This is an optimization exercise on Yosys and OpenROAD, whose aim is small area, a short achievable clock period and few clock cycles, not a production implementation.
Function not checked in this run: the RTL went through the layout flow alone.

==> run.sh <==
#!/bin/bash
# synth_recipe.tcl (not shown) runs the flow's synth.tcl, then flattens the netlist and writes it again
# the make line also repeats each setting of config.mk as NAME=value (left out here)
make -C /OpenROAD-flow-scripts/flow DESIGN_CONFIG=/design/flow/config.mk WORK_HOME=/design/flow/orfs CLKGATE_MAP_FILE= SYNTH_SCRIPT=/design/flow/synth_recipe.tcl finish
==> config.mk <==
export PLATFORM = sky130hd
export DESIGN_NAME = sparse_mac_top
export DESIGN_NICKNAME = sparse_mac_top
export VERILOG_FILES = /design/flow/design.v
export SDC_FILE = /design/flow/constraint.sdc
export NUM_CORES = 4
export LEC_CHECK = 0
export CAP_MARGIN = 20
export CORE_MARGIN = 2
export CORE_UTILIZATION = 60
export SETUP_SLACK_MARGIN = 3.0
export SLEW_MARGIN = 20
export SYNTH_HIERARCHICAL = 1
==> constraint.sdc <==
create_clock -name core_clock -period 7.0 [get_ports {mac_clk}]
set_input_delay 1.4000 -clock core_clock [delete_from_list [all_inputs] [get_ports {mac_clk}]]
set_output_delay 1.4000 -clock core_clock [all_outputs]
set_load 0.01 [all_outputs]
==> design.v <==
module csa_fa (
    input  a,
    input  b,
    input  c,
    output s,
    output co
);
assign s  = a ^ b ^ c;
assign co = (a & b) | (a & c) | (b & c);
endmodule
module csa_ha (
    input  a,
    input  b,
    output s,
    output co
);
assign s  = a ^ b;
assign co = a & b;
endmodule
module csa_fax (
    input  a,
    input  b,
    input  c,
    output s,
    output co
);
logic x;
assign x  = a ^ b;
assign s  = x ^ c;
assign co = x ? c : a;
endmodule
module sparse_mac_top
#(
    parameter int NUM_DECODERS = 2,
    parameter int VALUE_W = 16,
    parameter int INDEX_W = 16,
    parameter int DECODER_FIFO_DEPTH = 16,
    parameter int ACCUM_W = 32
)
(
    input mac_clk,
    input mac_rst,
    input [NUM_DECODERS-1:0] sram_valid_i,
    output [NUM_DECODERS-1:0] sram_ready_o,
    input [NUM_DECODERS*(1+VALUE_W+INDEX_W)-1:0] sram_data_i,
    output mac_valid_o,
    output [ACCUM_W-1:0] mac_data_o
);
localparam int DATA_W = 1 + VALUE_W + INDEX_W;
logic [INDEX_W-1:0] skip0, skip1;
logic [VALUE_W-1:0] val0, val1;
logic in_done0, in_done1;
assign {in_done0, val0, skip0} = sram_data_i[0 +: DATA_W];
assign {in_done1, val1, skip1} = sram_data_i[DATA_W +: DATA_W];
logic hv0, hv1;               
logic hd0, hd1;               
logic [VALUE_W-1:0] hval0;
logic [7:0] b_one, b_two, b_neg;    
logic b_top;                        
logic [INDEX_W:0] diff;       
logic [31:0] acc_s, acc_c;    
logic fin, both, d_zero, d_neg, pop0, pop1, match, take0, take1;
assign fin    = (hv0 & hd0) | (hv1 & hd1);
assign both   = hv0 & hv1 & ~fin;
assign d_zero = (diff == '0);
assign d_neg  = diff[INDEX_W];
assign pop0   = both & ~d_neg;
assign pop1   = both & (d_neg | d_zero);
assign match  = both & d_zero;
assign sram_ready_o[0] = ~fin & (~hv0 | pop0);
assign sram_ready_o[1] = ~fin & (~hv1 | pop1);
assign take0 = sram_valid_i[0] & sram_ready_o[0];
assign take1 = sram_valid_i[1] & sram_ready_o[1];
logic [INDEX_W:0] s1x, n0x, c10, c01, c11, x11, y11;
assign s1x = {1'b0, skip1};
assign n0x = ~{1'b0, skip0};                  
assign c10 = diff + s1x + 1'b1;
assign c01 = diff + n0x;
assign x11 = diff ^ s1x ^ n0x;
assign y11 = {(diff[INDEX_W-1:0] & s1x[INDEX_W-1:0]) | (diff[INDEX_W-1:0] & n0x[INDEX_W-1:0])
              | (s1x[INDEX_W-1:0] & n0x[INDEX_W-1:0]), 1'b1};
assign c11 = x11 + y11;
logic [7:0] e_one, e_two, e_neg;
always_comb begin
    for (int j = 0; j < 8; j++) begin
        logic hi, mid, lo;
        hi  = val1[2*j+1];
        mid = val1[2*j];
        lo  = (j == 0) ? 1'b0 : val1[2*j-1];
        e_one[j] = mid ^ lo;
        e_two[j] = (hi & ~mid & ~lo) | (~hi & mid & lo);
        e_neg[j] = hi;
    end
end
logic [16:0] bpp [8];
logic [15:0] bpp8;
always_comb begin
    for (int j = 0; j < 8; j++)
        for (int i = 0; i < 17; i++)
            bpp[j][i] = ((b_one[j] & ((i < 16) ? hval0[i] : 1'b0))
                       | (b_two[j] & ((i > 0) ? hval0[i-1] : 1'b0))) ^ b_neg[j];
    for (int i = 0; i < 16; i++)
        bpp8[i] = b_top & hval0[i];
end
logic [31:0] tree_s, tree_c;
logic mt_0, mt_1, mt_2, mt_3, mt_4, mt_5, mt_6, mt_7, mt_8, mt_9, mt_10, mt_11;
logic mt_12, mt_13, mt_14, mt_15, mt_16, mt_17, mt_18, mt_19, mt_20, mt_21, mt_22, mt_23;
logic mt_24, mt_25, mt_26, mt_27, mt_28, mt_29, mt_30, mt_31, mt_32, mt_33, mt_34, mt_35;
logic mt_36, mt_37, mt_38, mt_39, mt_40, mt_41, mt_42, mt_43, mt_44, mt_45, mt_46, mt_47;
logic mt_48, mt_49, mt_50, mt_51, mt_52, mt_53, mt_54, mt_55, mt_56, mt_57, mt_58, mt_59;
logic mt_60, mt_61, mt_62, mt_63, mt_64, mt_65, mt_66, mt_67, mt_68, mt_69, mt_70, mt_71;
logic mt_72, mt_73, mt_74, mt_75, mt_76, mt_77, mt_78, mt_79, mt_80, mt_81, mt_82, mt_83;
logic mt_84, mt_85, mt_86, mt_87, mt_88, mt_89, mt_90, mt_91, mt_92, mt_93, mt_94, mt_95;
logic mt_96, mt_97, mt_98, mt_99, mt_100, mt_101, mt_102, mt_103, mt_104, mt_105, mt_106, mt_107;
logic mt_108, mt_109, mt_110, mt_111, mt_112, mt_113, mt_114, mt_115, mt_116, mt_117, mt_118, mt_119;
logic mt_120, mt_121, mt_122, mt_123, mt_124, mt_125, mt_126, mt_127, mt_128, mt_129, mt_130, mt_131;
logic mt_132, mt_133, mt_134, mt_135, mt_136, mt_137, mt_138, mt_139, mt_140, mt_141, mt_142, mt_143;
logic mt_144, mt_145, mt_146, mt_147, mt_148, mt_149, mt_150, mt_151, mt_152, mt_153, mt_154, mt_155;
logic mt_156, mt_157, mt_158, mt_159, mt_160, mt_161, mt_162, mt_163, mt_164, mt_165, mt_166, mt_167;
logic mt_168, mt_169, mt_170, mt_171, mt_172, mt_173, mt_174, mt_175, mt_176, mt_177, mt_178, mt_179;
logic mt_180, mt_181, mt_182, mt_183, mt_184, mt_185, mt_186, mt_187, mt_188, mt_189, mt_190, mt_191;
logic mt_192, mt_193, mt_194, mt_195, mt_196, mt_197, mt_198, mt_199, mt_200, mt_201, mt_202, mt_203;
logic mt_204, mt_205, mt_206, mt_207, mt_208, mt_209, mt_210, mt_211, mt_212, mt_213, mt_214, mt_215;
logic mt_216, mt_217, mt_218, mt_219, mt_220, mt_221, mt_222, mt_223, mt_224, mt_225, mt_226, mt_227;
logic mt_228, mt_229, mt_230, mt_231, mt_232, mt_233, mt_234, mt_235, mt_236, mt_237, mt_238, mt_239;
logic mt_240, mt_241, mt_242, mt_243, mt_244, mt_245, mt_246, mt_247, mt_248, mt_249, mt_250, mt_251;
logic mt_252, mt_253, mt_254, mt_255, mt_256, mt_257, mt_258, mt_259, mt_260, mt_261, mt_262, mt_263;
logic mt_264, mt_265, mt_266, mt_267, mt_268, mt_269, mt_270, mt_271, mt_272, mt_273, mt_274, mt_275;
logic mt_276, mt_277, mt_278, mt_279, mt_280, mt_281, mt_282, mt_283, mt_284, mt_285, mt_286, mt_287;
logic mt_288, mt_289, mt_290, mt_291, mt_292, mt_293, mt_294, mt_295, mt_296, mt_297, mt_298, mt_299;
logic mt_300, mt_301, mt_302, mt_303, mt_304, mt_305, mt_306, mt_307, mt_308, mt_309, mt_310, mt_311;
logic mt_312, mt_313, mt_314, mt_315, mt_316, mt_317, mt_318, mt_319, mt_320, mt_321, mt_322, mt_323;
logic mt_324, mt_325, mt_326, mt_327, mt_328, mt_329, mt_330, mt_331, mt_332, mt_333, mt_334, mt_335;
logic mt_336, mt_337, mt_338, mt_339, mt_340, mt_341, mt_342, mt_343, mt_344, mt_345, mt_346, mt_347;
logic mt_348, mt_349, mt_350, mt_351, mt_352, mt_353, mt_354, mt_355, mt_356, mt_357, mt_358, mt_359;
logic mt_360, mt_361, mt_362, mt_363, mt_364, mt_365, mt_366, mt_367, mt_368, mt_369, mt_370, mt_371;
logic mt_372, mt_373, mt_374, mt_375, mt_376, mt_377, mt_378, mt_379, mt_380, mt_381, mt_382, mt_383;
logic mt_384, mt_385, mt_386, mt_387, mt_388, mt_389, mt_390, mt_391;
csa_ha u_mt_0 (.a(acc_s[12]), .b(acc_c[12]), .s(mt_0), .co(mt_1));
csa_ha u_mt_2 (.a(acc_s[13]), .b(acc_c[13]), .s(mt_2), .co(mt_3));
csa_fa u_mt_4 (.a(acc_s[14]), .b(acc_c[14]), .c(bpp[0][14]), .s(mt_4), .co(mt_5));
csa_ha u_mt_6 (.a(bpp[1][12]), .b(bpp[2][10]), .s(mt_6), .co(mt_7));
csa_fa u_mt_8 (.a(acc_s[15]), .b(acc_c[15]), .c(bpp[0][15]), .s(mt_8), .co(mt_9));
csa_ha u_mt_10 (.a(bpp[1][13]), .b(bpp[2][11]), .s(mt_10), .co(mt_11));
csa_fa u_mt_12 (.a(acc_s[16]), .b(acc_c[16]), .c(bpp[0][16]), .s(mt_12), .co(mt_13));
csa_fa u_mt_14 (.a(bpp[1][14]), .b(bpp[2][12]), .c(bpp[3][10]), .s(mt_14), .co(mt_15));
csa_fa u_mt_16 (.a(acc_s[17]), .b(acc_c[17]), .c(b_neg[0]), .s(mt_16), .co(mt_17));
csa_fa u_mt_18 (.a(bpp[1][15]), .b(bpp[2][13]), .c(bpp[3][11]), .s(mt_18), .co(mt_19));
csa_fa u_mt_20 (.a(acc_s[18]), .b(acc_c[18]), .c(b_neg[0]), .s(mt_20), .co(mt_21));
csa_fa u_mt_22 (.a(bpp[1][16]), .b(bpp[2][14]), .c(bpp[3][12]), .s(mt_22), .co(mt_23));
csa_fa u_mt_24 (.a(acc_s[19]), .b(acc_c[19]), .c(~b_neg[0]), .s(mt_24), .co(mt_25));
csa_fa u_mt_26 (.a(~b_neg[1]), .b(bpp[2][15]), .c(bpp[3][13]), .s(mt_26), .co(mt_27));
csa_fa u_mt_28 (.a(acc_s[20]), .b(acc_c[20]), .c(1'b1), .s(mt_28), .co(mt_29));
csa_ha u_mt_30 (.a(bpp[2][16]), .b(bpp[3][14]), .s(mt_30), .co(mt_31));
csa_fa u_mt_32 (.a(acc_s[21]), .b(acc_c[21]), .c(~b_neg[2]), .s(mt_32), .co(mt_33));
csa_ha u_mt_34 (.a(acc_s[22]), .b(acc_c[22]), .s(mt_34), .co(mt_35));
csa_ha u_mt_36 (.a(acc_s[6]), .b(acc_c[6]), .s(mt_36), .co(mt_37));
csa_ha u_mt_38 (.a(acc_s[7]), .b(acc_c[7]), .s(mt_38), .co(mt_39));
csa_fa u_mt_40 (.a(acc_s[8]), .b(acc_c[8]), .c(bpp[0][8]), .s(mt_40), .co(mt_41));
csa_ha u_mt_42 (.a(bpp[1][6]), .b(bpp[2][4]), .s(mt_42), .co(mt_43));
csa_fa u_mt_44 (.a(acc_s[9]), .b(acc_c[9]), .c(bpp[0][9]), .s(mt_44), .co(mt_45));
csa_ha u_mt_46 (.a(bpp[1][7]), .b(bpp[2][5]), .s(mt_46), .co(mt_47));
csa_fa u_mt_48 (.a(acc_s[10]), .b(acc_c[10]), .c(bpp[0][10]), .s(mt_48), .co(mt_49));
csa_fa u_mt_50 (.a(bpp[1][8]), .b(bpp[2][6]), .c(bpp[3][4]), .s(mt_50), .co(mt_51));
csa_ha u_mt_52 (.a(bpp[4][2]), .b(bpp[5][0]), .s(mt_52), .co(mt_53));
csa_fa u_mt_54 (.a(acc_s[11]), .b(acc_c[11]), .c(bpp[0][11]), .s(mt_54), .co(mt_55));
csa_fa u_mt_56 (.a(bpp[1][9]), .b(bpp[2][7]), .c(bpp[3][5]), .s(mt_56), .co(mt_57));
csa_ha u_mt_58 (.a(bpp[4][3]), .b(bpp[5][1]), .s(mt_58), .co(mt_59));
csa_fa u_mt_60 (.a(bpp[0][12]), .b(bpp[1][10]), .c(bpp[2][8]), .s(mt_60), .co(mt_61));
csa_fa u_mt_62 (.a(bpp[3][6]), .b(bpp[4][4]), .c(bpp[5][2]), .s(mt_62), .co(mt_63));
csa_fa u_mt_64 (.a(bpp[6][0]), .b(b_neg[6]), .c(mt_0), .s(mt_64), .co(mt_65));
csa_fa u_mt_66 (.a(bpp[0][13]), .b(bpp[1][11]), .c(bpp[2][9]), .s(mt_66), .co(mt_67));
csa_fa u_mt_68 (.a(bpp[3][7]), .b(bpp[4][5]), .c(bpp[5][3]), .s(mt_68), .co(mt_69));
csa_fa u_mt_70 (.a(bpp[6][1]), .b(mt_2), .c(mt_1), .s(mt_70), .co(mt_71));
csa_fa u_mt_72 (.a(bpp[3][8]), .b(bpp[4][6]), .c(bpp[5][4]), .s(mt_72), .co(mt_73));
csa_fa u_mt_74 (.a(bpp[6][2]), .b(bpp[7][0]), .c(b_neg[7]), .s(mt_74), .co(mt_75));
csa_fa u_mt_76 (.a(mt_4), .b(mt_6), .c(mt_3), .s(mt_76), .co(mt_77));
csa_fa u_mt_78 (.a(bpp[3][9]), .b(bpp[4][7]), .c(bpp[5][5]), .s(mt_78), .co(mt_79));
csa_fa u_mt_80 (.a(bpp[6][3]), .b(bpp[7][1]), .c(mt_8), .s(mt_80), .co(mt_81));
csa_fa u_mt_82 (.a(mt_10), .b(mt_5), .c(mt_7), .s(mt_82), .co(mt_83));
csa_fa u_mt_84 (.a(bpp[4][8]), .b(bpp[5][6]), .c(bpp[6][4]), .s(mt_84), .co(mt_85));
csa_fa u_mt_86 (.a(bpp[7][2]), .b(bpp8[0]), .c(mt_12), .s(mt_86), .co(mt_87));
csa_fa u_mt_88 (.a(mt_14), .b(mt_9), .c(mt_11), .s(mt_88), .co(mt_89));
csa_fa u_mt_90 (.a(bpp[4][9]), .b(bpp[5][7]), .c(bpp[6][5]), .s(mt_90), .co(mt_91));
csa_fa u_mt_92 (.a(bpp[7][3]), .b(bpp8[1]), .c(mt_16), .s(mt_92), .co(mt_93));
csa_fa u_mt_94 (.a(mt_18), .b(mt_13), .c(mt_15), .s(mt_94), .co(mt_95));
csa_fa u_mt_96 (.a(bpp[4][10]), .b(bpp[5][8]), .c(bpp[6][6]), .s(mt_96), .co(mt_97));
csa_fa u_mt_98 (.a(bpp[7][4]), .b(bpp8[2]), .c(mt_20), .s(mt_98), .co(mt_99));
csa_fa u_mt_100 (.a(mt_22), .b(mt_17), .c(mt_19), .s(mt_100), .co(mt_101));
csa_fa u_mt_102 (.a(bpp[4][11]), .b(bpp[5][9]), .c(bpp[6][7]), .s(mt_102), .co(mt_103));
csa_fa u_mt_104 (.a(bpp[7][5]), .b(bpp8[3]), .c(mt_24), .s(mt_104), .co(mt_105));
csa_fa u_mt_106 (.a(mt_26), .b(mt_21), .c(mt_23), .s(mt_106), .co(mt_107));
csa_fa u_mt_108 (.a(bpp[4][12]), .b(bpp[5][10]), .c(bpp[6][8]), .s(mt_108), .co(mt_109));
csa_fa u_mt_110 (.a(bpp[7][6]), .b(bpp8[4]), .c(mt_28), .s(mt_110), .co(mt_111));
csa_fa u_mt_112 (.a(mt_30), .b(mt_25), .c(mt_27), .s(mt_112), .co(mt_113));
csa_fa u_mt_114 (.a(bpp[3][15]), .b(bpp[4][13]), .c(bpp[5][11]), .s(mt_114), .co(mt_115));
csa_fa u_mt_116 (.a(bpp[6][9]), .b(bpp[7][7]), .c(bpp8[5]), .s(mt_116), .co(mt_117));
csa_fa u_mt_118 (.a(mt_32), .b(mt_29), .c(mt_31), .s(mt_118), .co(mt_119));
csa_fa u_mt_120 (.a(1'b1), .b(bpp[3][16]), .c(bpp[4][14]), .s(mt_120), .co(mt_121));
csa_fa u_mt_122 (.a(bpp[5][12]), .b(bpp[6][10]), .c(bpp[7][8]), .s(mt_122), .co(mt_123));
csa_fa u_mt_124 (.a(bpp8[6]), .b(mt_34), .c(mt_33), .s(mt_124), .co(mt_125));
csa_fa u_mt_126 (.a(acc_s[23]), .b(acc_c[23]), .c(~b_neg[3]), .s(mt_126), .co(mt_127));
csa_fa u_mt_128 (.a(bpp[4][15]), .b(bpp[5][13]), .c(bpp[6][11]), .s(mt_128), .co(mt_129));
csa_fa u_mt_130 (.a(bpp[7][9]), .b(bpp8[7]), .c(mt_35), .s(mt_130), .co(mt_131));
csa_fa u_mt_132 (.a(acc_s[24]), .b(acc_c[24]), .c(1'b1), .s(mt_132), .co(mt_133));
csa_fa u_mt_134 (.a(bpp[4][16]), .b(bpp[5][14]), .c(bpp[6][12]), .s(mt_134), .co(mt_135));
csa_ha u_mt_136 (.a(bpp[7][10]), .b(bpp8[8]), .s(mt_136), .co(mt_137));
csa_fa u_mt_138 (.a(acc_s[25]), .b(acc_c[25]), .c(~b_neg[4]), .s(mt_138), .co(mt_139));
csa_fa u_mt_140 (.a(bpp[5][15]), .b(bpp[6][13]), .c(bpp[7][11]), .s(mt_140), .co(mt_141));
csa_fa u_mt_142 (.a(acc_s[26]), .b(acc_c[26]), .c(1'b1), .s(mt_142), .co(mt_143));
csa_ha u_mt_144 (.a(bpp[5][16]), .b(bpp[6][14]), .s(mt_144), .co(mt_145));
csa_fa u_mt_146 (.a(acc_s[27]), .b(acc_c[27]), .c(~b_neg[5]), .s(mt_146), .co(mt_147));
csa_ha u_mt_148 (.a(acc_s[28]), .b(acc_c[28]), .s(mt_148), .co(mt_149));
csa_ha u_mt_150 (.a(acc_s[2]), .b(acc_c[2]), .s(mt_150), .co(mt_151));
csa_ha u_mt_152 (.a(acc_s[3]), .b(acc_c[3]), .s(mt_152), .co(mt_153));
csa_fa u_mt_154 (.a(acc_s[4]), .b(acc_c[4]), .c(bpp[0][4]), .s(mt_154), .co(mt_155));
csa_ha u_mt_156 (.a(bpp[1][2]), .b(bpp[2][0]), .s(mt_156), .co(mt_157));
csa_fa u_mt_158 (.a(acc_s[5]), .b(acc_c[5]), .c(bpp[0][5]), .s(mt_158), .co(mt_159));
csa_ha u_mt_160 (.a(bpp[1][3]), .b(bpp[2][1]), .s(mt_160), .co(mt_161));
csa_fa u_mt_162 (.a(bpp[0][6]), .b(bpp[1][4]), .c(bpp[2][2]), .s(mt_162), .co(mt_163));
csa_fa u_mt_164 (.a(bpp[3][0]), .b(b_neg[3]), .c(mt_36), .s(mt_164), .co(mt_165));
csa_fa u_mt_166 (.a(bpp[0][7]), .b(bpp[1][5]), .c(bpp[2][3]), .s(mt_166), .co(mt_167));
csa_fa u_mt_168 (.a(bpp[3][1]), .b(mt_38), .c(mt_37), .s(mt_168), .co(mt_169));
csa_fa u_mt_170 (.a(bpp[3][2]), .b(bpp[4][0]), .c(b_neg[4]), .s(mt_170), .co(mt_171));
csa_fa u_mt_172 (.a(mt_40), .b(mt_42), .c(mt_39), .s(mt_172), .co(mt_173));
csa_fa u_mt_174 (.a(bpp[3][3]), .b(bpp[4][1]), .c(mt_44), .s(mt_174), .co(mt_175));
csa_fa u_mt_176 (.a(mt_46), .b(mt_41), .c(mt_43), .s(mt_176), .co(mt_177));
csa_fa u_mt_178 (.a(b_neg[5]), .b(mt_48), .c(mt_50), .s(mt_178), .co(mt_179));
csa_fa u_mt_180 (.a(mt_52), .b(mt_45), .c(mt_47), .s(mt_180), .co(mt_181));
csa_fa u_mt_182 (.a(mt_54), .b(mt_56), .c(mt_58), .s(mt_182), .co(mt_183));
csa_fa u_mt_184 (.a(mt_49), .b(mt_51), .c(mt_53), .s(mt_184), .co(mt_185));
csa_fa u_mt_186 (.a(mt_60), .b(mt_62), .c(mt_64), .s(mt_186), .co(mt_187));
csa_fa u_mt_188 (.a(mt_55), .b(mt_57), .c(mt_59), .s(mt_188), .co(mt_189));
csa_fa u_mt_190 (.a(mt_66), .b(mt_68), .c(mt_70), .s(mt_190), .co(mt_191));
csa_fa u_mt_192 (.a(mt_61), .b(mt_63), .c(mt_65), .s(mt_192), .co(mt_193));
csa_fa u_mt_194 (.a(mt_72), .b(mt_74), .c(mt_76), .s(mt_194), .co(mt_195));
csa_fa u_mt_196 (.a(mt_67), .b(mt_69), .c(mt_71), .s(mt_196), .co(mt_197));
csa_fa u_mt_198 (.a(mt_78), .b(mt_80), .c(mt_82), .s(mt_198), .co(mt_199));
csa_fa u_mt_200 (.a(mt_73), .b(mt_75), .c(mt_77), .s(mt_200), .co(mt_201));
csa_fa u_mt_202 (.a(mt_84), .b(mt_86), .c(mt_88), .s(mt_202), .co(mt_203));
csa_fa u_mt_204 (.a(mt_79), .b(mt_81), .c(mt_83), .s(mt_204), .co(mt_205));
csa_fa u_mt_206 (.a(mt_90), .b(mt_92), .c(mt_94), .s(mt_206), .co(mt_207));
csa_fa u_mt_208 (.a(mt_85), .b(mt_87), .c(mt_89), .s(mt_208), .co(mt_209));
csa_fa u_mt_210 (.a(mt_96), .b(mt_98), .c(mt_100), .s(mt_210), .co(mt_211));
csa_fa u_mt_212 (.a(mt_91), .b(mt_93), .c(mt_95), .s(mt_212), .co(mt_213));
csa_fa u_mt_214 (.a(mt_102), .b(mt_104), .c(mt_106), .s(mt_214), .co(mt_215));
csa_fa u_mt_216 (.a(mt_97), .b(mt_99), .c(mt_101), .s(mt_216), .co(mt_217));
csa_fa u_mt_218 (.a(mt_108), .b(mt_110), .c(mt_112), .s(mt_218), .co(mt_219));
csa_fa u_mt_220 (.a(mt_103), .b(mt_105), .c(mt_107), .s(mt_220), .co(mt_221));
csa_fa u_mt_222 (.a(mt_114), .b(mt_116), .c(mt_118), .s(mt_222), .co(mt_223));
csa_fa u_mt_224 (.a(mt_109), .b(mt_111), .c(mt_113), .s(mt_224), .co(mt_225));
csa_fa u_mt_226 (.a(mt_120), .b(mt_122), .c(mt_124), .s(mt_226), .co(mt_227));
csa_fa u_mt_228 (.a(mt_115), .b(mt_117), .c(mt_119), .s(mt_228), .co(mt_229));
csa_fa u_mt_230 (.a(mt_126), .b(mt_128), .c(mt_130), .s(mt_230), .co(mt_231));
csa_fa u_mt_232 (.a(mt_121), .b(mt_123), .c(mt_125), .s(mt_232), .co(mt_233));
csa_fa u_mt_234 (.a(mt_132), .b(mt_134), .c(mt_136), .s(mt_234), .co(mt_235));
csa_fa u_mt_236 (.a(mt_127), .b(mt_129), .c(mt_131), .s(mt_236), .co(mt_237));
csa_fa u_mt_238 (.a(bpp8[9]), .b(mt_138), .c(mt_140), .s(mt_238), .co(mt_239));
csa_fa u_mt_240 (.a(mt_133), .b(mt_135), .c(mt_137), .s(mt_240), .co(mt_241));
csa_fa u_mt_242 (.a(bpp[7][12]), .b(bpp8[10]), .c(mt_142), .s(mt_242), .co(mt_243));
csa_fa u_mt_244 (.a(mt_144), .b(mt_139), .c(mt_141), .s(mt_244), .co(mt_245));
csa_fa u_mt_246 (.a(bpp[6][15]), .b(bpp[7][13]), .c(bpp8[11]), .s(mt_246), .co(mt_247));
csa_fa u_mt_248 (.a(mt_146), .b(mt_143), .c(mt_145), .s(mt_248), .co(mt_249));
csa_fa u_mt_250 (.a(1'b1), .b(bpp[6][16]), .c(bpp[7][14]), .s(mt_250), .co(mt_251));
csa_fa u_mt_252 (.a(bpp8[12]), .b(mt_148), .c(mt_147), .s(mt_252), .co(mt_253));
csa_fa u_mt_254 (.a(acc_s[29]), .b(acc_c[29]), .c(~b_neg[6]), .s(mt_254), .co(mt_255));
csa_fa u_mt_256 (.a(bpp[7][15]), .b(bpp8[13]), .c(mt_149), .s(mt_256), .co(mt_257));
csa_fa u_mt_258 (.a(acc_s[30]), .b(acc_c[30]), .c(1'b1), .s(mt_258), .co(mt_259));
csa_ha u_mt_260 (.a(bpp[7][16]), .b(bpp8[14]), .s(mt_260), .co(mt_261));
csa_fa u_mt_262 (.a(acc_s[31]), .b(acc_c[31]), .c(~b_neg[7]), .s(mt_262), .co(mt_263));
csa_ha u_mt_264 (.a(acc_s[0]), .b(acc_c[0]), .s(mt_264), .co(mt_265));
csa_ha u_mt_266 (.a(acc_s[1]), .b(acc_c[1]), .s(mt_266), .co(mt_267));
csa_fa u_mt_268 (.a(bpp[0][2]), .b(bpp[1][0]), .c(b_neg[1]), .s(mt_268), .co(mt_269));
csa_fa u_mt_270 (.a(bpp[0][3]), .b(bpp[1][1]), .c(mt_152), .s(mt_270), .co(mt_271));
csa_fa u_mt_272 (.a(b_neg[2]), .b(mt_154), .c(mt_156), .s(mt_272), .co(mt_273));
csa_fa u_mt_274 (.a(mt_158), .b(mt_160), .c(mt_155), .s(mt_274), .co(mt_275));
csa_fa u_mt_276 (.a(mt_162), .b(mt_164), .c(mt_159), .s(mt_276), .co(mt_277));
csa_fa u_mt_278 (.a(mt_166), .b(mt_168), .c(mt_163), .s(mt_278), .co(mt_279));
csa_fa u_mt_280 (.a(mt_170), .b(mt_172), .c(mt_167), .s(mt_280), .co(mt_281));
csa_fa u_mt_282 (.a(mt_174), .b(mt_176), .c(mt_171), .s(mt_282), .co(mt_283));
csa_fa u_mt_284 (.a(mt_178), .b(mt_180), .c(mt_175), .s(mt_284), .co(mt_285));
csa_fa u_mt_286 (.a(mt_182), .b(mt_184), .c(mt_179), .s(mt_286), .co(mt_287));
csa_fa u_mt_288 (.a(mt_186), .b(mt_188), .c(mt_183), .s(mt_288), .co(mt_289));
csa_fa u_mt_290 (.a(mt_190), .b(mt_192), .c(mt_187), .s(mt_290), .co(mt_291));
csa_fa u_mt_292 (.a(mt_194), .b(mt_196), .c(mt_191), .s(mt_292), .co(mt_293));
csa_fa u_mt_294 (.a(mt_198), .b(mt_200), .c(mt_195), .s(mt_294), .co(mt_295));
csa_fa u_mt_296 (.a(mt_202), .b(mt_204), .c(mt_199), .s(mt_296), .co(mt_297));
csa_fa u_mt_298 (.a(mt_206), .b(mt_208), .c(mt_203), .s(mt_298), .co(mt_299));
csa_fa u_mt_300 (.a(mt_210), .b(mt_212), .c(mt_207), .s(mt_300), .co(mt_301));
csa_fa u_mt_302 (.a(mt_214), .b(mt_216), .c(mt_211), .s(mt_302), .co(mt_303));
csa_fa u_mt_304 (.a(mt_218), .b(mt_220), .c(mt_215), .s(mt_304), .co(mt_305));
csa_fa u_mt_306 (.a(mt_222), .b(mt_224), .c(mt_219), .s(mt_306), .co(mt_307));
csa_fa u_mt_308 (.a(mt_226), .b(mt_228), .c(mt_223), .s(mt_308), .co(mt_309));
csa_fa u_mt_310 (.a(mt_230), .b(mt_232), .c(mt_227), .s(mt_310), .co(mt_311));
csa_fa u_mt_312 (.a(mt_234), .b(mt_236), .c(mt_231), .s(mt_312), .co(mt_313));
csa_fa u_mt_314 (.a(mt_238), .b(mt_240), .c(mt_235), .s(mt_314), .co(mt_315));
csa_fa u_mt_316 (.a(mt_242), .b(mt_244), .c(mt_239), .s(mt_316), .co(mt_317));
csa_fa u_mt_318 (.a(mt_246), .b(mt_248), .c(mt_243), .s(mt_318), .co(mt_319));
csa_fa u_mt_320 (.a(mt_250), .b(mt_252), .c(mt_247), .s(mt_320), .co(mt_321));
csa_fa u_mt_322 (.a(mt_254), .b(mt_256), .c(mt_251), .s(mt_322), .co(mt_323));
csa_fa u_mt_324 (.a(mt_258), .b(mt_260), .c(mt_255), .s(mt_324), .co(mt_325));
csa_fa u_mt_326 (.a(bpp8[15]), .b(mt_262), .c(mt_259), .s(mt_326), .co(mt_327));
csa_ha u_mt_328 (.a(bpp[0][0]), .b(b_neg[0]), .s(mt_328), .co(mt_329));
csa_fa u_mt_330 (.a(bpp[0][1]), .b(mt_266), .c(mt_265), .s(mt_330), .co(mt_331));
csa_fa u_mt_332 (.a(mt_150), .b(mt_268), .c(mt_267), .s(mt_332), .co(mt_333));
csa_fa u_mt_334 (.a(mt_151), .b(mt_270), .c(mt_269), .s(mt_334), .co(mt_335));
csa_fa u_mt_336 (.a(mt_153), .b(mt_272), .c(mt_271), .s(mt_336), .co(mt_337));
csa_fa u_mt_338 (.a(mt_157), .b(mt_274), .c(mt_273), .s(mt_338), .co(mt_339));
csa_fa u_mt_340 (.a(mt_161), .b(mt_276), .c(mt_275), .s(mt_340), .co(mt_341));
csa_fa u_mt_342 (.a(mt_165), .b(mt_278), .c(mt_277), .s(mt_342), .co(mt_343));
csa_fa u_mt_344 (.a(mt_169), .b(mt_280), .c(mt_279), .s(mt_344), .co(mt_345));
csa_fa u_mt_346 (.a(mt_173), .b(mt_282), .c(mt_281), .s(mt_346), .co(mt_347));
csa_fa u_mt_348 (.a(mt_177), .b(mt_284), .c(mt_283), .s(mt_348), .co(mt_349));
csa_fa u_mt_350 (.a(mt_181), .b(mt_286), .c(mt_285), .s(mt_350), .co(mt_351));
csa_fa u_mt_352 (.a(mt_185), .b(mt_288), .c(mt_287), .s(mt_352), .co(mt_353));
csa_fa u_mt_354 (.a(mt_189), .b(mt_290), .c(mt_289), .s(mt_354), .co(mt_355));
csa_fa u_mt_356 (.a(mt_193), .b(mt_292), .c(mt_291), .s(mt_356), .co(mt_357));
csa_fa u_mt_358 (.a(mt_197), .b(mt_294), .c(mt_293), .s(mt_358), .co(mt_359));
csa_fa u_mt_360 (.a(mt_201), .b(mt_296), .c(mt_295), .s(mt_360), .co(mt_361));
csa_fa u_mt_362 (.a(mt_205), .b(mt_298), .c(mt_297), .s(mt_362), .co(mt_363));
csa_fa u_mt_364 (.a(mt_209), .b(mt_300), .c(mt_299), .s(mt_364), .co(mt_365));
csa_fa u_mt_366 (.a(mt_213), .b(mt_302), .c(mt_301), .s(mt_366), .co(mt_367));
csa_fa u_mt_368 (.a(mt_217), .b(mt_304), .c(mt_303), .s(mt_368), .co(mt_369));
csa_fa u_mt_370 (.a(mt_221), .b(mt_306), .c(mt_305), .s(mt_370), .co(mt_371));
csa_fa u_mt_372 (.a(mt_225), .b(mt_308), .c(mt_307), .s(mt_372), .co(mt_373));
csa_fa u_mt_374 (.a(mt_229), .b(mt_310), .c(mt_309), .s(mt_374), .co(mt_375));
csa_fa u_mt_376 (.a(mt_233), .b(mt_312), .c(mt_311), .s(mt_376), .co(mt_377));
csa_fa u_mt_378 (.a(mt_237), .b(mt_314), .c(mt_313), .s(mt_378), .co(mt_379));
csa_fa u_mt_380 (.a(mt_241), .b(mt_316), .c(mt_315), .s(mt_380), .co(mt_381));
csa_fa u_mt_382 (.a(mt_245), .b(mt_318), .c(mt_317), .s(mt_382), .co(mt_383));
csa_fa u_mt_384 (.a(mt_249), .b(mt_320), .c(mt_319), .s(mt_384), .co(mt_385));
csa_fa u_mt_386 (.a(mt_253), .b(mt_322), .c(mt_321), .s(mt_386), .co(mt_387));
csa_fa u_mt_388 (.a(mt_257), .b(mt_324), .c(mt_323), .s(mt_388), .co(mt_389));
csa_fa u_mt_390 (.a(mt_261), .b(mt_326), .c(mt_325), .s(mt_390), .co(mt_391));
assign tree_s[0] = mt_264;
assign tree_c[0] = mt_328;
assign tree_s[1] = mt_330;
assign tree_c[1] = mt_329;
assign tree_s[2] = mt_332;
assign tree_c[2] = mt_331;
assign tree_s[3] = mt_334;
assign tree_c[3] = mt_333;
assign tree_s[4] = mt_336;
assign tree_c[4] = mt_335;
assign tree_s[5] = mt_338;
assign tree_c[5] = mt_337;
assign tree_s[6] = mt_340;
assign tree_c[6] = mt_339;
assign tree_s[7] = mt_342;
assign tree_c[7] = mt_341;
assign tree_s[8] = mt_344;
assign tree_c[8] = mt_343;
assign tree_s[9] = mt_346;
assign tree_c[9] = mt_345;
assign tree_s[10] = mt_348;
assign tree_c[10] = mt_347;
assign tree_s[11] = mt_350;
assign tree_c[11] = mt_349;
assign tree_s[12] = mt_352;
assign tree_c[12] = mt_351;
assign tree_s[13] = mt_354;
assign tree_c[13] = mt_353;
assign tree_s[14] = mt_356;
assign tree_c[14] = mt_355;
assign tree_s[15] = mt_358;
assign tree_c[15] = mt_357;
assign tree_s[16] = mt_360;
assign tree_c[16] = mt_359;
assign tree_s[17] = mt_362;
assign tree_c[17] = mt_361;
assign tree_s[18] = mt_364;
assign tree_c[18] = mt_363;
assign tree_s[19] = mt_366;
assign tree_c[19] = mt_365;
assign tree_s[20] = mt_368;
assign tree_c[20] = mt_367;
assign tree_s[21] = mt_370;
assign tree_c[21] = mt_369;
assign tree_s[22] = mt_372;
assign tree_c[22] = mt_371;
assign tree_s[23] = mt_374;
assign tree_c[23] = mt_373;
assign tree_s[24] = mt_376;
assign tree_c[24] = mt_375;
assign tree_s[25] = mt_378;
assign tree_c[25] = mt_377;
assign tree_s[26] = mt_380;
assign tree_c[26] = mt_379;
assign tree_s[27] = mt_382;
assign tree_c[27] = mt_381;
assign tree_s[28] = mt_384;
assign tree_c[28] = mt_383;
assign tree_s[29] = mt_386;
assign tree_c[29] = mt_385;
assign tree_s[30] = mt_388;
assign tree_c[30] = mt_387;
assign tree_s[31] = mt_390;
assign tree_c[31] = mt_389;
always_ff @(posedge mac_clk or negedge mac_rst) begin
    if (~mac_rst) begin
        hval0 <= '0;
        b_one <= '0;
        b_two <= '0;
        b_neg <= '0;
        b_top <= 1'b0;
        hv0   <= 1'b0;
        hv1   <= 1'b0;
        diff  <= '0;
        acc_s <= '0;
        acc_c <= '0;
    end else begin
        hv0 <= take0 | (hv0 & ~pop0);
        hv1 <= take1 | (hv1 & ~pop1);
        case ({take1, take0})
            2'b00: diff <= diff;
            2'b01: diff <= c01;
            2'b10: diff <= c10;
            2'b11: diff <= c11;
        endcase
        if (take0) hval0 <= val0;
        if (take1) begin
            b_one <= e_one;
            b_two <= e_two;
            b_neg <= e_neg;
            b_top <= val1[15];
        end
        if (match) begin
            acc_s <= tree_s;
            acc_c <= tree_c;
        end
    end
end
always_ff @(posedge mac_clk) begin
    if (take0) hd0 <= in_done0;
    if (take1) hd1 <= in_done1;
end
assign mac_valid_o = fin;
assign mac_data_o  = acc_s + acc_c;
endmodule
==> reports/metrics.cfg <==
[timing]
rsz0062_at_grt=true
maxSlewViolCount=0
clock.fmax_mhz=217
fin_crit_sh_pct=65.7
finClkSkew_ns=0.0173
hold_violations=0
setup_tns_ns=0
setup_viol=0
tightest_slew_ns=1.16
worst_hold_slack_ns=0.498
slew_headroom_pct=22.7
layout_min_cycle_time_ns=4.60

[synth]
synth-seq-cells=125
synth-async-reset-ratio_pct=98.4
synth_warnings=9
synthCells=1601
postSynthAreaPerCell_um2=9.88
synthFlopType=dfrtp_1
synth_area_um2=15800
synth-edff-count=2
ys_types=73
ys_seq_area_share_pct=19.8

[global_route]
grt_max_degree=68
grt_pass1_wl_um=68200
grt_usage_pct=30.6
grt_pass1_vias=13000
antenna_found_initial=4
gr-total-overflow=0

[setup_path]
worstSetupStartpointType=flip-flop
regToRegEndpoint=acc_s[15]$_DFFE_PN0P_
rr_startpoint=b_one[0]$_DFFE_PN0P_
cp-end-kind=primary output
cp.arrival_ns=3.20
criticalPathCategory=flip-flop to primary output
reg2reg_depth=8
worst-path-max-fanout=2
worst-r2r-setup-slack_ns=3.09
required_ns=5.60
crit_path_start=acc_c[0]$_DFFE_PN0P_

[min_path]
hold_class=flip-flop to flip-flop
hold_path.startpoint=diff[16]$_DFFE_PN0P_
holdPathEnd=diff[16]$_DFFE_PN0P_
min_path_cells=1

[cts]
numCtsBuffers=17
h-tree-depth=4
clk_pin_slew_ns=0.06
clkLatencyLatePin_ns=0.43
holdBufCountCts=0
cts_tree=done
clock-root-buffer=clkbuf_16
cts_max_path_buffers=2
clock-sinks=125

[placed_design]
place.detailed.hpwl_um=29500
io_buffers=104
gp_congestion=0.876

[routing]
firstDrtPassIters=6
drcViolationCount=0
antenna_left=0
via_per_inst=6.12
drtIter0Drc=865
post_drt_wl_per_cell_um=20.2
routed_wl_um=41200
vias=12500

[finish]
drive_gt1_share_pct=18.9
syn_to_final_growth_pct=17.0
fillers=2025
fin_nets=2052

[floorplan]
die_w_um=166
io_pins=105
fp-row-count=59
chipHeight_um=166
dieArea_um2=27700
fp.coreArea_um2=26000
start_util_pct=60.9

[run]
drv_cap=0

[run_status]
status=no timing/DRC/antenna violations

==> per-module statistics from Yosys (local to each module, per instance) <==
module / flip-flops and latches / cells / cell area [µm²]
sparse_mac_top: 125 / 1405 / 12100
csa_fa: 0 / 1 / 20.0
csa_ha: 0 / 1 / 12.5
==> through the flow <==
stage	setup slack (ns)	utilization (%)	area (µm²)	cells
2_1_floorplan	3.04	-	15800	1606
3_3_place_gp	2.26	64.9	16900	1940
3_5_place_dp	2.22	64.9	16900	1940
4_1_cts	2.39	69.4	18000	2005
5_1_grt	2.31	71.2	18500	2038
6_report	2.40	71.2	18500	2040
==> state kept, by name, indices dropped and copies added, names as in the netlist <==
register	count
hd1	1
hd0	1
hval0	16
b_two	8
acc_s	32
b_neg	8
b_one	8
hv0	1
hv1	1
acc_c	32
diff	17
==> worst max path at each step <==
stage,to,slack [ns],depth (start not counted)
global route,mac_data_o[30],2.31,13
CTS,mac_data_o[30],2.39,13
detailed placement,mac_data_o[31],2.22,9
floorplan,acc_s[16]$_DFFE_PN0P_,3.04,10
finish,mac_data_o[30],2.40,13
global placement,mac_data_o[31],2.26,9
==> timing repair <==
item,4_1_cts,5_1_grt
endpoints found under the setup margin,51,44
resized for setup,168,74
buffers inserted,33,31
pin swaps,31,42
==> cell families (layout without fill, tap and decap cells) <==
| kind of cell | after synthesis | after routing | synth area share, % |
|---|---|---|---|
| simple gates | 310 | 310 | 9.48 |
| fa+ha+maj | 294 | 294 | 32.4 |
| flops | 125 | 125 | 19.8 |
| xor+xnor | 195 | 195 | 10.8 |
| mux | 67 | 67 | 4.97 |
| compound gates | 388 | 388 | 16.8 |
| buf+inv | 221 | 316 | 5.67 |
| other cells | 1 | 10 | 0.0237 |
==> critical path: stages (launching register included) <==
cell	delay, ns
dfrtp_1	0.39
ha_2	0.20
inv_2	0.05
fa_2	0.21
nor2b_2	0.06
o31a_1	0.29
o21ai_2	0.26
a31oi_4	0.15
o221ai_4	0.34
buf_6	0.17
a21oi_4	0.06
a221oi_2	0.30
xnor2_1	0.15
buf_2	0.15
==> layout make-up <==
class,instances,area (µm²),area share [%]
flip-flops and latches,125,3190,17.2
clock inverters,13,140,0.757
inverters,109,417,2.25
diodes,4,10.0,0.0541
well taps,335,419,2.26
clock buffers,19,443,2.39
multi-input cells,1260,12400,66.9
repair buffers,175,1510,8.14
==> layout by cell type (no fill, tap or decap), types with 7 or more instances in the layout <==
| cell type | Yosys | final |
|---|---|---|
| fa_1 | 193 | 191 |
| xnor2_1 | 175 | 173 |
| nand2_1 | 129 | 128 |
| a22oi_1 | 123 | 120 |
| inv_1 | 107 | 101 |
| dfrtp_1 | 123 | 100 |
| ha_1 | 101 | 81 |
| clkdlybuf4s50_1 | 0 | 73 |
| buf_4 | 0 | 65 |
| mux2_2 | 62 | 62 |
| a21oi_1 | 55 | 51 |
| nor2_1 | 53 | 50 |
| o21ai_0 | 56 | 50 |
| a21o_1 | 24 | 24 |
| and2_1 | 22 | 22 |
| xor2_1 | 20 | 20 |
| buf_2 | 9 | 19 |
| o21a_1 | 18 | 18 |
| clkbuf_16 | 0 | 17 |
| o21ai_1 | 17 | 16 |
| nor2b_1 | 16 | 15 |
| a31oi_1 | 19 | 15 |
| nor3_1 | 18 | 14 |
| ha_4 | 0 | 14 |
| dfrtp_2 | 0 | 13 |
| nand3b_1 | 11 | 11 |
| dfrtp_4 | 0 | 10 |
| and3_1 | 9 | 9 |
| a211oi_1 | 13 | 8 |
| nand2b_1 | 8 | 8 |
| nand3_1 | 11 | 8 |
| inv_2 | 1 | 7 |
| nand4_1 | 7 | 7 |
| or3b_2 | 7 | 7 |
==> cell usage after synthesis, drive strengths merged, types with 4 or more instances <==
master | number | area, µm²
a21o | 25 | 189
xor2 | 20 | 175
a211oi | 15 | 123
nor4 | 7 | 43.8
fa | 193 | 3860
nand4 | 7 | 43.8
mux2 | 62 | 698
a22oi | 123 | 923
clkbuf | 85 | 353
a31oi | 21 | 144
nor3 | 18 | 90.1
or3b | 7 | 61.3
o21a | 18 | 135
nor2b | 16 | 100
ha | 101 | 1260
and2 | 22 | 138
and3 | 9 | 56.3
nor2 | 53 | 199
nand2 | 130 | 490
o211ai | 5 | 37.5
a221oi | 4 | 41.3
a21oi | 58 | 302
nand3b | 11 | 82.6
dfrtp | 123 | 3080
nand3 | 11 | 55.1
or3 | 5 | 32.5
o21ai | 74 | 374
a311oi | 5 | 56.3
buf | 27 | 128
xnor2 | 175 | 1530
o21bai | 6 | 45.0
nand2b | 8 | 50.1
o22ai | 4 | 25.0
inv | 109 | 417
o31ai | 6 | 45.0
==> per-layer routing <==
| layer | wire length (µm) | up-vias | GRT usage (%) |
|---|---|---|---|
| met5 | 0 | - | 0 |
| met4 | 977 | 0 | 9.60 |
| met3 | 2230 | 68 | 4.55 |
| met2 | 20000 | 431 | 49.9 |
| met1 | 18000 | 6264 | 42.7 |
| li1 | - | 5714 | - |

-- afterwards: timing with drivers on the ports --
Ports are ideal in the flow. The routed layout listed here was re-timed in OpenROAD.
Step 1 sets driving cells, clkbuf_16 on the clock port and buf_2 on the other inputs (assumed; they add their load-dependent delay and slew).
Step 2 times the ports against the registers' clock, not the clock port: input delays grow and output delays shrink by t, the midpoint of the rising clock arrivals with the driver on.
a / b / c = no drivers / after step 1 / after step 2; a / b = the first two.
shift t [ns]: 0.468
slack for setup (ns): 2.400 / 2.352 / 2.632
worst setup path at the end: input to register
worst data-port slew with drivers (ns): 0.09
After both steps this run still meets setup and hold. The setup slack of this run moves by -0.048 ns with the drivers and by +0.232 ns with both steps.
